This is an optimization exercise on Yosys and OpenROAD, whose aim is small area, a short achievable clock period and few clock cycles, not a production implementation. Function was checked by simulation only, so behaviour that the tests miss may differ from the original.

==> onyx: inputs <==
## Riscv_Multi_Cycle
module Riscv_Multi_Cycle
(
	input 			clk,
	input 			reset,
	output	[31:0]	mem_addr,
	output	[31:0]	mem_wdata,
	output			mem_we,
	input		[31:0]	mem_rdata
);
	reg	[31:0]	f_pc;		 
	reg			vD;
	reg	[31:1]	oh1, oh2;	 
	reg	[4:0]	rs1D, rs2D, rdD;
	reg	[19:0]	immD;		 
	reg	[31:0]	tgtD;		 
	reg			d_rtype, d_mul, d_lw, d_sw, d_br, d_bne, d_jal, d_jalr, d_aui;
	reg			d_add, d_and, d_sll, d_slt, d_wr, ptkD;
	reg			vE;
	reg	[31:0]	A, B2;		 
	reg	[31:0]	X;			 
	reg	[4:0]	rdE;
	reg			e_mul, e_lw, e_sw, e_br, e_bne, e_jalr, e_x;
	reg			e_add, e_and, e_sll, e_slt, e_wr, ptkE;
	reg			mul2, mul3;		 
	reg			redir;			 
	reg			s_x, s_t;		 
	reg	[31:1]	valid;		 
	wire	[1023:0]	xf;
	wire			wen;
	wire	[31:0]	wdata;
	assign xf[31:0] = 32'b0;
	genvar gi;
	generate
		for (gi = 1; gi < 32; gi = gi + 1) begin : xr
			reg [31:0] q;
			always @(posedge clk)
				if (wen && rdE == gi) q <= wdata;
			assign xf[32*gi +: 32] = q;
		end
	endgenerate
	always @(posedge clk or negedge reset)
		if (!reset) valid <= 31'b0;
		else if (wen && rdE != 5'd0) valid[rdE] <= 1'b1;
	wire	[31:1]	sel1 = oh1 & valid;
	wire	[31:1]	sel2 = oh2 & valid;
	reg	[31:0]	rs1v, rs2v;
	integer k;
	always @* begin
		rs1v = (oh1[2] & ~valid[2]) ? 32'h7FFFEFFC : 32'b0;
		rs2v = (oh2[2] & ~valid[2]) ? 32'h7FFFEFFC : 32'b0;
		for (k = 1; k < 32; k = k + 1) begin
			rs1v = rs1v | ({32{sel1[k]}} & xf[32*k +: 32]);
			rs2v = rs2v | ({32{sel2[k]}} & xf[32*k +: 32]);
		end
	end
	wire			e_first = vE & ~mul2 & ~mul3;
	wire			e_mem = vE & (e_lw | e_sw);
	wire	[31:0]	sum = A + B2;
	wire	[31:0]	sllv = (|B2[31:5]) ? 32'b0 : (A << B2[4:0]);
	wire			lo_lt = A[10:0] < B2[10:0];
	wire			sltv = B2[11] ? (~&A[31:11] | lo_lt) : (~|A[31:11] & lo_lt);
	wire	[31:0]	alu_res = ({32{e_add | mul3}} & sum) | ({32{e_and}} & (A & B2)) |
							  ({32{e_sll}} & sllv) | {31'b0, e_slt & sltv} |
							  ({32{e_x}} & X);
	wire			taken = e_bne ^ (A == B2);
	wire			squash = e_first & ((e_br & (taken ^ ptkE)) | e_jalr);
	wire	[15:0]	hs, hc;
	wire	[31:0]	ls, lc;
  ...
clock: 12.0 ns
lec_check: 0
cap_margin: 20
core_margin: 2
core_utilization: 40
slew_margin: 20
standard.sh (not shown) runs the stock make flow with config.mk's settings and CLKGATE_MAP_FILE= SYNTH_SCRIPT=/design/flow/synth_recipe.tcl, a recipe that flattens the netlist after the stock synthesis.
==> flow/flow/run.sh <==
#!/bin/bash
# The standard layout (standard.sh: its synthesis, floorplan, placement, CTS and
# routing, unchanged), run with a stricter setup target for ORFS's timing repair:
# repair_timing aims for SETUP_SLACK_MARGIN ns of slack at the design's clock.
set -euo pipefail
export SETUP_SLACK_MARGIN=7
bash standard.sh > standard.log 2>&1
==> sierra (differences from onyx) <==
--- a/flow/design.v
+++ b/flow/design.v
@@ -1342,24 +1342,25 @@
 	output	[31:0]	mem_wdata,
 	output			mem_we,
 	input		[31:0]	mem_rdata
 );
 	reg	[31:0]	f_pc;		 
 	reg			vD;
 	reg	[31:1]	oh1, oh2;	 
+	reg			i2_1, i2_2;	 
 	reg	[4:0]	rs1D, rs2D, rdD;
 	reg	[19:0]	immD;		 
 	reg	[31:0]	tgtD;		 
 	reg			d_rtype, d_mul, d_lw, d_sw, d_br, d_bne, d_jal, d_jalr, d_aui;
 	reg			d_add, d_and, d_sll, d_slt, d_wr, ptkD;
 	reg			vE;
 	reg	[31:0]	A, B2;		 
 	reg	[31:0]	X;			 
 	reg	[4:0]	rdE;
-	reg			e_mul, e_lw, e_sw, e_br, e_bne, e_jalr, e_x;
+	reg			e_mul, e_lw, e_sw, e_br, e_bne, e_x;
 	reg			e_add, e_and, e_sll, e_slt, e_wr, ptkE;
 	reg			mul2, mul3;		 
 	reg			redir;			 
 	reg			s_x, s_t;		 
 	reg	[31:1]	valid;		 
 	wire	[1023:0]	xf;
 	wire			wen;
@@ -1373,48 +1374,46 @@
 				if (wen && rdE == gi) q <= wdata;
 			assign xf[32*gi +: 32] = q;
 		end
 	endgenerate
 	always @(posedge clk or negedge reset)
 		if (!reset) valid <= 31'b0;
 		else if (wen && rdE != 5'd0) valid[rdE] <= 1'b1;
-	wire	[31:1]	sel1 = oh1 & valid;
-	wire	[31:1]	sel2 = oh2 & valid;
 	reg	[31:0]	rs1v, rs2v;
 	integer k;
 	always @* begin
-		rs1v = (oh1[2] & ~valid[2]) ? 32'h7FFFEFFC : 32'b0;
-		rs2v = (oh2[2] & ~valid[2]) ? 32'h7FFFEFFC : 32'b0;
+		rs1v = i2_1 ? 32'h7FFFEFFC : 32'b0;
+		rs2v = i2_2 ? 32'h7FFFEFFC : 32'b0;
 		for (k = 1; k < 32; k = k + 1) begin
-			rs1v = rs1v | ({32{sel1[k]}} & xf[32*k +: 32]);
-			rs2v = rs2v | ({32{sel2[k]}} & xf[32*k +: 32]);
+			rs1v = rs1v | ({32{oh1[k]}} & xf[32*k +: 32]);
+			rs2v = rs2v | ({32{oh2[k]}} & xf[32*k +: 32]);
 		end
 	end
 	wire			e_first = vE & ~mul2 & ~mul3;
 	wire			e_mem = vE & (e_lw | e_sw);
 	wire	[31:0]	sum = A + B2;
 	wire	[31:0]	sllv = (|B2[31:5]) ? 32'b0 : (A << B2[4:0]);
 	wire			lo_lt = A[10:0] < B2[10:0];
 	wire			sltv = B2[11] ? (~&A[31:11] | lo_lt) : (~|A[31:11] & lo_lt);
 	wire	[31:0]	alu_res = ({32{e_add | mul3}} & sum) | ({32{e_and}} & (A & B2)) |
 							  ({32{e_sll}} & sllv) | {31'b0, e_slt & sltv} |
 							  ({32{e_x}} & X);
 	wire			taken = e_bne ^ (A == B2);
-	wire			squash = e_first & ((e_br & (taken ^ ptkE)) | e_jalr);
+	wire			squash = e_first & e_br & (taken ^ ptkE);
 	wire	[15:0]	hs, hc;
 	wire	[31:0]	ls, lc;
 	wire	[31:0]	simmD = {{20{immD[11]}}, immD[11:0]};
 	wire	[31:0]	addrD = rs1v + simmD;
 	mul_hi mh (.a(A), .b(B2), .s(hs), .c(hc));
 	mul_lo ml (.a(A), .b(B2), .xs(X[31:16]), .xc(X[15:0]), .s(ls), .c(lc));
 	assign wen   = (e_first & e_wr) | mul3;
 	assign wdata = e_lw ? mem_rdata : alu_res;
 	wire			e_done = ~vE | mul3 | ~e_mul;
 	wire	[31:0]	F = s_x ? X : s_t ? tgtD : f_pc;
-	assign mem_addr  = F;
+	assign mem_addr  = {F[31:2], 2'b00};
 	assign mem_wdata = B2;
 	assign mem_we    = e_mem & e_sw;
 	wire	[31:0]	i = mem_rdata;
 	wire	[4:0]	op = i[6:2];
 	wire			is_r   = (op == 5'b01100);
 	wire			is_i   = (op == 5'b00100);
 	wire			is_aui = (op == 5'b00101);
@@ -1422,27 +1421,34 @@
 	wire			is_sw  = (op == 5'b01000);
 	wire			is_br  = (op == 5'b11000);
 	wire			is_jal = (op == 5'b11011);
 	wire			is_jalr= (op == 5'b11001);
 	wire			is_alu = (is_r & ~i[25]) | is_i;
 	wire	[31:0]	dec1 = 32'b1 << i[19:15];
 	wire	[31:0]	dec2 = 32'b1 << i[24:20];
+	wire	[31:0]	decw = 32'b1 << rdE;
+	wire	[31:1]	vnext = valid | ({31{wen}} & decw[31:1]);
+	wire	[31:0]	dr1 = 32'b1 << rs1D;
+	wire	[31:0]	dr2 = 32'b1 << rs2D;
 	wire	[20:0]	bj = ~i[2] ? {{9{i[31]}}, i[7], i[30:25], i[11:8], 1'b0} :
 							 {i[31], i[19:12], i[20], i[30:21], 1'b0};
 	wire	[21:0]	tlo = {1'b0, F[20:0]} + {1'b0, bj};
 	wire	[10:0]	fhi_p = F[31:21] + 11'd1;
 	wire	[10:0]	fhi_m = F[31:21] - 11'd1;
 	wire	[10:0]	thi = (tlo[21] & ~i[31]) ? fhi_p : (~tlo[21] & i[31]) ? fhi_m : F[31:21];
 	wire			ptk_in = is_jal | (is_br & i[12]);
 	wire			byp1 = wen & (rs1D == rdE) & (rs1D != 5'd0);
 	wire			byp2 = wen & (rs2D == rdE) & (rs2D != 5'd0);
-	wire			d_adv = e_done & ~((d_lw | d_sw) & byp1);
-	wire			ldD = ~e_mem & (d_adv | ~vD);
-	wire			s_x_n = squash | (d_adv & vD & ~redir & (d_lw | d_sw));
-	wire			s_t_n = ldD ? (~squash & ptk_in) : d_adv ? 1'b0 : (vD & ptkD);
+	wire			d_adv = e_done & ~((d_lw | d_sw | d_jalr) & byp1);
+	wire			jadv = d_adv & vD & d_jalr;
+	wire			ldD = ~e_mem & (d_adv | ~vD) & ~jadv;
+	wire			d_res = d_br & ~byp1 & ~byp2;
+	wire			d_misp = d_adv & vD & d_res & (d_bne ^ (rs1v == rs2v) ^ ptkD);
+	wire			s_x_n = squash | d_misp | (d_adv & vD & ~redir & (d_lw | d_sw | d_jalr));
+	wire			s_t_n = ldD ? (~squash & ~d_misp & ptk_in) : d_adv ? 1'b0 : (vD & ptkD);
 	always @(posedge clk or negedge reset) begin
 		if (!reset) begin
 			f_pc  <= 32'h00400000;
 			vD    <= 1'b0;
 			vE    <= 1'b0;
 			mul2  <= 1'b0;
 			mul3  <= 1'b0;
@@ -1452,31 +1458,33 @@
 		end else begin
 			redir <= squash;
 			s_x   <= s_x_n;
 			s_t   <= s_t_n;
 			mul2  <= e_first & e_mul;
 			mul3  <= mul2;
 			if (ldD) begin
-				f_pc <= F + 32'd4;
-				vD   <= ~squash;
+				f_pc <= {F[31:2] + 30'd1, 2'b00};
+				vD   <= ~squash & ~d_misp;
 			end else if (d_adv) begin
 				if (vD & ptkD) f_pc <= tgtD;
 				vD   <= 1'b0;
 			end
 			if (d_adv)
 				vE   <= vD & ~squash & ~redir;
 			else if (e_done)
 				vE   <= 1'b0;
 		end
 	end
 	always @(posedge clk) begin
 		if (ldD) begin
-			tgtD    <= {thi, tlo[20:0]};
-			oh1     <= dec1[31:1];
-			oh2     <= dec2[31:1];
+			tgtD    <= {thi, tlo[20:2], 2'b00};
+			oh1     <= dec1[31:1] & vnext;
+			oh2     <= dec2[31:1] & vnext;
+			i2_1    <= dec1[2] & ~vnext[2];
+			i2_2    <= dec2[2] & ~vnext[2];
 			rs1D    <= i[19:15];
 			rs2D    <= i[24:20];
 			rdD     <= i[11:7];
 			immD    <= is_aui ? i[31:12] - 20'd1 : {8'b0, is_sw ? {i[31:25], i[11:7]} : i[31:20]};
 			d_rtype <= is_r;
 			d_mul   <= is_r & i[25];
 			d_lw    <= is_lw;
@@ -1489,35 +1497,40 @@
 			d_add   <= (is_alu & (i[14:12] == 3'b000)) | is_aui;
 			d_sll   <= is_alu & (i[14:12] == 3'b001);
 			d_slt   <= is_alu & (i[14:12] == 3'b010);
 			d_and   <= is_alu & (i[14:12] == 3'b111);
 			d_wr    <= is_alu | is_aui | is_jal | is_lw;
 			ptkD    <= ptk_in;
 		end
+ 		if (!ldD) begin
+			oh1     <= oh1 | ({31{byp1}} & dr1[31:1]);
+			oh2     <= oh2 | ({31{byp2}} & dr2[31:1]);
+			i2_1    <= i2_1 & ~byp1;
+			i2_2    <= i2_2 & ~byp2;
+		end
 		if (d_adv) begin
 			A       <= d_aui ? f_pc : byp1 ? wdata : rs1v;
 			B2      <= d_aui ? {immD, 12'hFFC} : ~(d_rtype | d_sw | d_br) ? simmD : byp2 ? wdata : rs2v;
-			X       <= (d_lw | d_sw) ? addrD : (d_jal | (d_br & ptkD)) ? f_pc : tgtD;
+			X       <= (d_lw | d_sw | d_jalr) ? addrD : (d_jal | (d_br & ptkD)) ? f_pc : tgtD;
 			rdE     <= rdD;
 			e_mul   <= d_mul;
 			e_lw    <= d_lw;
 			e_sw    <= d_sw;
-			e_br    <= d_br;
+			e_br    <= d_br & ~d_res;
 			e_bne   <= d_bne;
-			e_jalr  <= d_jalr;
 			e_x     <= d_jal;
 			e_add   <= d_add;
 			e_and   <= d_and;
 			e_sll   <= d_sll;
 			e_slt   <= d_slt;
 			e_wr    <= d_wr;
 			ptkE    <= ptkD;
 		end else if (e_first & e_mul) begin
 			X       <= {hs, hc};
 		end else if (mul2) begin
 			A       <= ls;
 			B2      <= lc;
 		end
-		if (squash)
-			X       <= e_jalr ? A : X;
+		if (squash)		 
+			X       <= X;
 	end
 endmodule
==> flow/flow/run.sh (replaced) <==
#!/bin/bash
# The standard layout (standard.sh: its synthesis, floorplan, placement, CTS and
# routing, unchanged) with three settings of ORFS's own:
#  - repair_timing aims for SETUP_SLACK_MARGIN ns of slack at the design's clock;
#  - the buffers that ORFS puts on every input and output port start as buf_4;
#  - CTS adds no dummy loads to the clock tree.
set -euo pipefail
export SETUP_SLACK_MARGIN=8
export BUFFER_PORTS_ARGS="-buffer_cell sky130_fd_sc_hd__buf_4"
export CTS_ARGS="-sink_clustering_enable -repair_clock_nets -dont_use_dummy_load"
bash standard.sh > standard.log 2>&1
==> flow/config.mk (replaced) <==
export PLATFORM = sky130hd
export DESIGN_NAME = Riscv_Multi_Cycle
export DESIGN_NICKNAME = Riscv_Multi_Cycle
export VERILOG_FILES = /design/flow/design.v
export SDC_FILE = /design/flow/constraint.sdc
export NUM_CORES = 4
export LEC_CHECK = 0
export CAP_MARGIN = 20
export CORE_MARGIN = 2
export CORE_UTILIZATION = 55
export SLEW_MARGIN = 20
export TNS_END_PERCENT = 0
==> out/summary.txt <==
result of the run = finished clean
drt total wl = 409700 um
Die Area = 0.1444 mm^2
Final Worst Setup Slack = 7.072 ns
detailed router's first-iteration violation count = 16920
Core Box Area = 0.1399 mm^2
period utilization = 41.07%
leading cell types in the layout, fill and taps excluded = 1185 x edfxtp_1, 774 x a22oi_1, 416 x buf_4
half-perimeter wire length after detailed placement = 253600 um
drt first pass iters = 13
That was sierra.
==> out/summary.txt <==
post-CTS setup repair buffer count = 78
drt total wl = 393100 um
result of the run = finished clean
half-perimeter wire length after detailed placement = 235800 um
period utilization = 42.60%
worst relative slew slack = 13.23%
Die Area = 0.1970 mm^2
Final Worst Setup Slack = 6.888 ns
Die Height = 443.8 um
Core Box Area = 0.1924 mm^2
insertion delay to the later sink of the worst-skew pair = 0.81 ns
worst hold margin = 0.4181 ns
share of cell area taken by multi-input logic gates = 40.39%
detailed router's first-iteration violation count = 13650
clock slew at the register clock pins of the worst setup and hold paths = 0.06 ns
largest delay contributor family on the critical path = compound AO/OA/AOI/OAI gates
total number of vias = 69400
via density per instance = 7.294
That was onyx.
Testbench counts of onyx, summed over its fixed seeds: cycles 57,563.
Testbench counts of sierra, summed over its fixed seeds: cycles 55,858.

-- what the ideal ports hide --
The flow's constraints put no driver on any port. The routed layouts listed below were extracted and timed again, unchanged, in two steps. Step 1: set_driving_cell puts a clkbuf_16 on clk and a buf_2 on each other input, an assumption about the parent block. Step 2, shift: input delay + t, output delay - t, t = (earliest + latest rising clock arrival at the registers) / 2. This alone moves slack from input paths to output paths. a / b / c = ideal / step 1 / step 2; a / b = the first two.
| run | t, ns | setup slack, ns | worst setup path after step 2 | latest minus earliest clock arrival (ns) | slew at the worst register clock pin (ns) |
|---|---|---|---|---|---|
| onyx | 0.879 | 6.888 / 6.822 / 5.943 | input to register | 0.025 / 0.024 | 0.07 / 0.07 |
| sierra | 0.869 | 7.072 / 7.072 / 6.278 | input to register | 0.104 / 0.103 | 0.07 / 0.07 |
After both steps setup and hold are still met in every run listed. For onyx, which loses most, drivers alone change the setup slack by -0.066 ns; drivers and shift together by -0.945 ns.
